From an optimization exercise on the open Yosys and OpenROAD flow, aimed at small area, a short achievable clock period and few clock cycles; shortcuts taken in it are not production practice. RTL that was checked went through simulation tests only; none was proved equivalent to the original. Power figures rest on the tool's default switching activity, not on a simulated workload.

Setup of v6:
## qrcode_decoder
module qrcode_decoder(
    input clk,
    input srst_n,
    input start,
    input sram_rdata,
    output [11:0] sram_raddr,
    output reg [5:0] loc_y,
    output reg [5:0] loc_x,
    output reg [7:0] decode_text,    
    output reg valid,
    output reg finish
);
localparam S_A = 3'd0, S_P = 3'd1, S_Y = 3'd2, S_X = 3'd3, S_V = 3'd4,
           S_M = 3'd5, S_D = 3'd6, S_E = 3'd7;
reg [2:0] st;             
reg       cont;           
reg [5:0] y, x;           
reg       pv;             
reg       pix;            
reg       started;
assign sram_raddr = {y, x};
wire hit = pix && cont;   
reg [5:0] k;              
reg       lx6;            
reg [5:0] s0;             
reg [5:0] s1;             
reg [5:0] s2;             
reg [5:0] s3;             
reg [1:0] cidx, pcidx;    
reg [1:0] rot;
reg [2:0] mask;
wire signed [2:0] cy_lo = s0[5:3], cy_hi = s0[2:0];
wire signed [2:0] cx_lo = s1[5:3], cx_hi = s1[2:0];
wire signed [2:0] pcy = s2[5:3], pcx = s2[2:0];
  ...
export LEC_CHECK = 0
export ABC_AREA = 1
export CAP_MARGIN = 20
export CORE_MARGIN = 2
export CORE_UTILIZATION = 40
export SLEW_MARGIN = 20
create_clock -name core_clock -period 16.0 [get_ports {clk}]
standard.sh (not shown) runs the stock make flow with config.mk's settings and CLKGATE_MAP_FILE= SYNTH_SCRIPT=/design/flow/synth_recipe.tcl, a recipe that flattens the netlist after the stock synthesis.
==> flow/flow/run.sh <==
#!/bin/bash
export BUFFER_PORTS_ARGS="-buffer_cell sky130_fd_sc_hd__buf_2"
export SETUP_SLACK_MARGIN=11.5
export CTS_ARGS="-sink_clustering_enable -repair_clock_nets -dont_use_dummy_load"
bash standard.sh > standard.log 2>&1
Testbench counts of v6, summed over its fixed seeds: cycles 24,414.
Input-level comparison between v7 and v6:
--- a/flow/design.v
+++ b/flow/design.v
@@ -27,28 +27,28 @@
 reg [5:0] s2;             
 reg [5:0] s3;             
 reg [1:0] cidx, pcidx;    
 reg [1:0] rot;
 reg [2:0] mask;
 wire signed [2:0] cy_lo = s0[5:3], cy_hi = s0[2:0];
 wire signed [2:0] cx_lo = s1[5:3], cx_hi = s1[2:0];
 wire signed [2:0] pcy = s2[5:3], pcx = s2[2:0];
 wire tight = s3[5], wide = s3[4], tlm = s3[1], grp = s3[0];
 wire [4:0] i = s0[4:0];   
 wire [4:0] j = s1[4:0];
 wire       inlen = s1[5]; 
-wire [4:0] rem = s2[4:0]; 
+wire [4:0] rem = k[4:0];  
 wire [2:0] mv = s3[2:0];  
 wire [2:0] bc = s3[5:3];  
-always @* decode_text = {cidx, k};
+always @* decode_text = {pcidx, s2};
 wire [7:0] sa = 8'd1 << st;    
 function maskbit;         
     input [2:0] m;
     input a0, a1, b0;     
     input [1:0] a3, b3;   
     input q;              
     reg s2, p2, p1, p0, s0;
     begin
         s2 = a0 ^ b0;                                   
         p2 = a0 & b0;                                   
         p1 = (a3 == b3) && (a3 != 2'd0);                
         p0 = (a3 == 2'd0) || (b3 == 2'd0);              
@@ -408,40 +408,40 @@
         end
     end
     if (sa[5]) begin
         case (k[1:0])
             2'd0: mask[2] <= ~sram_rdata;
             2'd1: mask[1] <= sram_rdata;
             default: mask[0] <= ~sram_rdata;
         endcase
         if (k == 6'd2) begin
             st <= S_D; cont <= 1'b0;
             s0 <= {1'b0, 5'd17};            
             s1 <= {1'b1, 5'd19};            
-            s2 <= {1'b0, 5'd0};             
+            k <= 6'd0;                      
             s3 <= {3'd0, 3'd1};             
         end else if (k != 6'd0 || started) k <= k + 6'd1;
     end
     if (sa[6]) begin
         s0[4:0] <= ni; s1[4:0] <= nj; s3[2:0] <= wmove(ni, nj);
         if (inlen) begin
-            s2[4:0] <= {rem[3:0], dbit};
+            k[4:0] <= {rem[3:0], dbit};
             s3[5:3] <= (bc == 3'd4) ? 3'd0 : bc + 3'd1;
             if (bc == 3'd4) s1[5] <= 1'b0;
         end else begin
-            {cidx, k} <= {cidx[0], k, dbit};
+            {pcidx, s2} <= {pcidx[0], s2, dbit};
             s3[5:3] <= bc + 3'd1;
             if (bc == 3'd7) begin
                 valid <= 1'b1;
-                s2[4:0] <= rem - 5'd1;
+                k[4:0] <= rem - 5'd1;
                 if (rem == 5'd1) begin
                     finish <= 1'b1;
                     st <= S_E; cont <= 1'b0;
                 end
             end
         end
     end
     if (!srst_n) begin
         st <= S_A; cont <= 1'b0; y <= 6'd20; x <= 6'd20; pv <= 1'b1;
         started <= 1'b0; k <= 6'd0; valid <= 1'b0; finish <= 1'b0;
     end
 end
Results
- v7 vs. v6: sequential share of layout area went down by 0.68 points.
- Compared with v6, v7 shows final net count that has gone up slightly.
- Compared with v6, v7 shows a higher count of different cell masters after synthesis.
- v7 ends up with lower total area of sequential cells than v6 does.
- Number of well taps, v6 and v7, lower one = v6.
- Of the two values seen for source of the critical timing path, k[4] was produced by v6 and s2[4] by v7.
Function not checked in v7: the RTL went through the layout flow alone.


Starting RTL as in the previous note.
Settings: LEC_CHECK=0, ABC_AREA=1, CAP_MARGIN=20, CORE_MARGIN=2, CORE_UTILIZATION=40, SLEW_MARGIN=20; clock period 16.0 ns.
==> flow/flow/run.sh <==
#!/bin/bash
# The standard layout (standard.sh, unchanged), with four changes made through
# its environment:
#  - synthesis leaves the adders to ABC instead of mapping them to the
#    library's half- and full-adder cells (ADDER_MAP_FILE empty); the rest of
#    the synthesis is standard.sh's own (synth_recipe.tcl: no fsm or share
#    passes, flattened, function nets renamed), so the registers are the
#    standard synthesis's;
#  - the buffers that the flow puts on every input and output port are
#    sky130_fd_sc_hd__buf_2 cells instead of the slower delay cells that
#    buffer_ports picks by default;
#  - repair_timing aims for a setup slack of 11.5 ns, i.e. it sizes the cells
#    of paths slower than about 4.5 ns;
#  - clock tree synthesis uses sky130_fd_sc_hd__clkbuf_8 buffers and no dummy
#    loads.
# The clock, its period and the I/O constraints are the design's, unchanged.
# Each tool's full output is in standard.log in this folder.
export ADDER_MAP_FILE=
export BUFFER_PORTS_ARGS="-buffer_cell sky130_fd_sc_hd__buf_2"
export SETUP_SLACK_MARGIN=11.8
export CTS_ARGS="-sink_clustering_enable -repair_clock_nets -dont_use_dummy_load -buf_list sky130_fd_sc_hd__clkbuf_8"
bash standard.sh > standard.log 2>&1
Testbench counts at the start, summed over its fixed seeds: cycles 24,414.
Change:
--- a/flow/design.v
+++ b/flow/design.v
@@ -135,28 +135,28 @@
     end
 endfunction
 function [5:0] poff;      
     input [3:0] kk;
     begin
         poff =
-            (kk == 4'd0)  ? {3'sd0, 3'sd2} :
-            (kk == 4'd1)  ? {3'sd0, -3'sd2} :
-            (kk == 4'd2)  ? {3'sd2, 3'sd0} :
-            (kk == 4'd3)  ? {-3'sd2, 3'sd0} :
-            (kk == 4'd4)  ? {3'sd2, 3'sd2} :
-            (kk == 4'd5)  ? {-3'sd2, -3'sd2} :
-            (kk == 4'd6)  ? {3'sd2, -3'sd2} :
-            (kk == 4'd7)  ? {-3'sd2, 3'sd2} :
-            (kk == 4'd8)  ? {3'sd0, 3'sd1} :
-            (kk == 4'd9)  ? {3'sd0, -3'sd1} :
-            (kk == 4'd10) ? {3'sd1, 3'sd0} :
-            (kk == 4'd11) ? {-3'sd1, 3'sd0} :
-            (kk == 4'd12) ? {3'sd1, 3'sd1} :
-            (kk == 4'd13) ? {-3'sd1, -3'sd1} :
-            (kk == 4'd14) ? {3'sd1, -3'sd1} :
-                            {-3'sd1, 3'sd1};
+            (kk == 4'd0) ? {3'sd0, 3'sd2} :
+            (kk == 4'd1) ? {3'sd2, 3'sd2} :
+            (kk == 4'd2) ? {-3'sd2, -3'sd2} :
+            (kk == 4'd3) ? {3'sd2, -3'sd2} :
+            (kk == 4'd4) ? {-3'sd2, 3'sd2} :
+            (kk == 4'd5) ? {3'sd0, -3'sd2} :
+            (kk == 4'd6) ? {3'sd2, 3'sd0} :
+            (kk == 4'd7) ? {-3'sd2, 3'sd0} :
+            (kk == 4'd8) ? {3'sd1, 3'sd1} :
+            (kk == 4'd9) ? {-3'sd1, -3'sd1} :
+            (kk == 4'd10) ? {3'sd1, -3'sd1} :
+            (kk == 4'd11) ? {-3'sd1, 3'sd1} :
+            (kk == 4'd12) ? {3'sd0, 3'sd1} :
+            (kk == 4'd13) ? {3'sd0, -3'sd1} :
+            (kk == 4'd14) ? {3'sd1, 3'sd0} :
+                            {-3'sd1, 3'sd0};
     end
 endfunction
 localparam [5:0] P_N = 6'd16;     
 function [5:0] x7;        
     input [2:0] c;
     begin
@@ -214,28 +214,28 @@
 function [5:0] roffy;     
     input s;
     input [2:0] c;
     begin
         case (c)
             3'd0: roffy = s ? 6'd17 : 6'd3;
-            3'd1: roffy = s ? 6'd18 : 6'd2;
-            3'd2: roffy = s ? 6'd16 : 6'd4;
-            3'd3: roffy = s ? 6'd20 : 6'd0;
+            3'd1: roffy = s ? 6'd20 : 6'd0;
+            3'd2: roffy = s ? 6'd18 : 6'd2;
+            3'd3: roffy = s ? 6'd16 : 6'd4;
             default: roffy = s ? 6'd14 : 6'd6;
         endcase
     end
 endfunction
 function [5:0] roffx;     
     input s;
     input [2:0] c;
     begin
         case (c)
             3'd0: roffx = s ? 6'd61 : 6'd47;
-            3'd1: roffx = s ? 6'd62 : 6'd46;
-            3'd2: roffx = s ? 6'd60 : 6'd48;
-            3'd3: roffx = s ? 6'd0 : 6'd44;
+            3'd1: roffx = s ? 6'd0 : 6'd44;
+            3'd2: roffx = s ? 6'd62 : 6'd46;
+            3'd3: roffx = s ? 6'd60 : 6'd48;
             default: roffx = s ? 6'd58 : 6'd50;
         endcase
     end
 endfunction
 function [2:0] wmove;     
     input [4:0] a, b;
Clock power is about the same.
Power drops by 0.46%.
Synthesized cell count came out higher by 1.9%.
Wire length is higher by 5.5%.
Die area goes up by 2.7%.
Testbench counts after the change, summed over its fixed seeds: cycles 24,336.

## port drivers added, routing unchanged
No port has a modelled driver above. Below, the same layouts with a new extraction and two added sets of constraints.
Step 1: set_driving_cell puts a clkbuf_16 on clk and a buf_2 on each other input, an assumption about the parent block.
Step 2 moves the port delays by t, midway between the first and last clock arrival at a register: inputs arrive t later, outputs are due t later. That takes back most of the time a late clock gives input paths.
a / b / c = ideal / step 1 / step 2; a / b = the first two.
| run | t (ns) | slack for setup (ns) | latest minus earliest clock arrival (ns) | worst register clock-pin slew, ns |
|---|---|---|---|---|
| v6 | 0.390 | 11.634 / 11.588 / 11.559 | 0.021 / 0.021 | 0.06 / 0.06 |
| v7 | 0.388 | 11.697 / 11.657 / 11.567 | 0.013 / 0.012 | 0.06 / 0.06 |
| the first run of note 2 | 0.407 | 11.827 / 11.786 / 11.642 | 0.031 / 0.031 | 0.09 / 0.09 |
| the second run of note 2 | 0.409 | 11.853 / 11.812 / 11.816 | 0.033 / 0.033 | 0.10 / 0.10 |
After both steps every run listed still meets setup and hold. For the first run of note 2, which loses most, drivers alone change the setup slack by -0.041 ns; drivers and shift together by -0.185 ns.
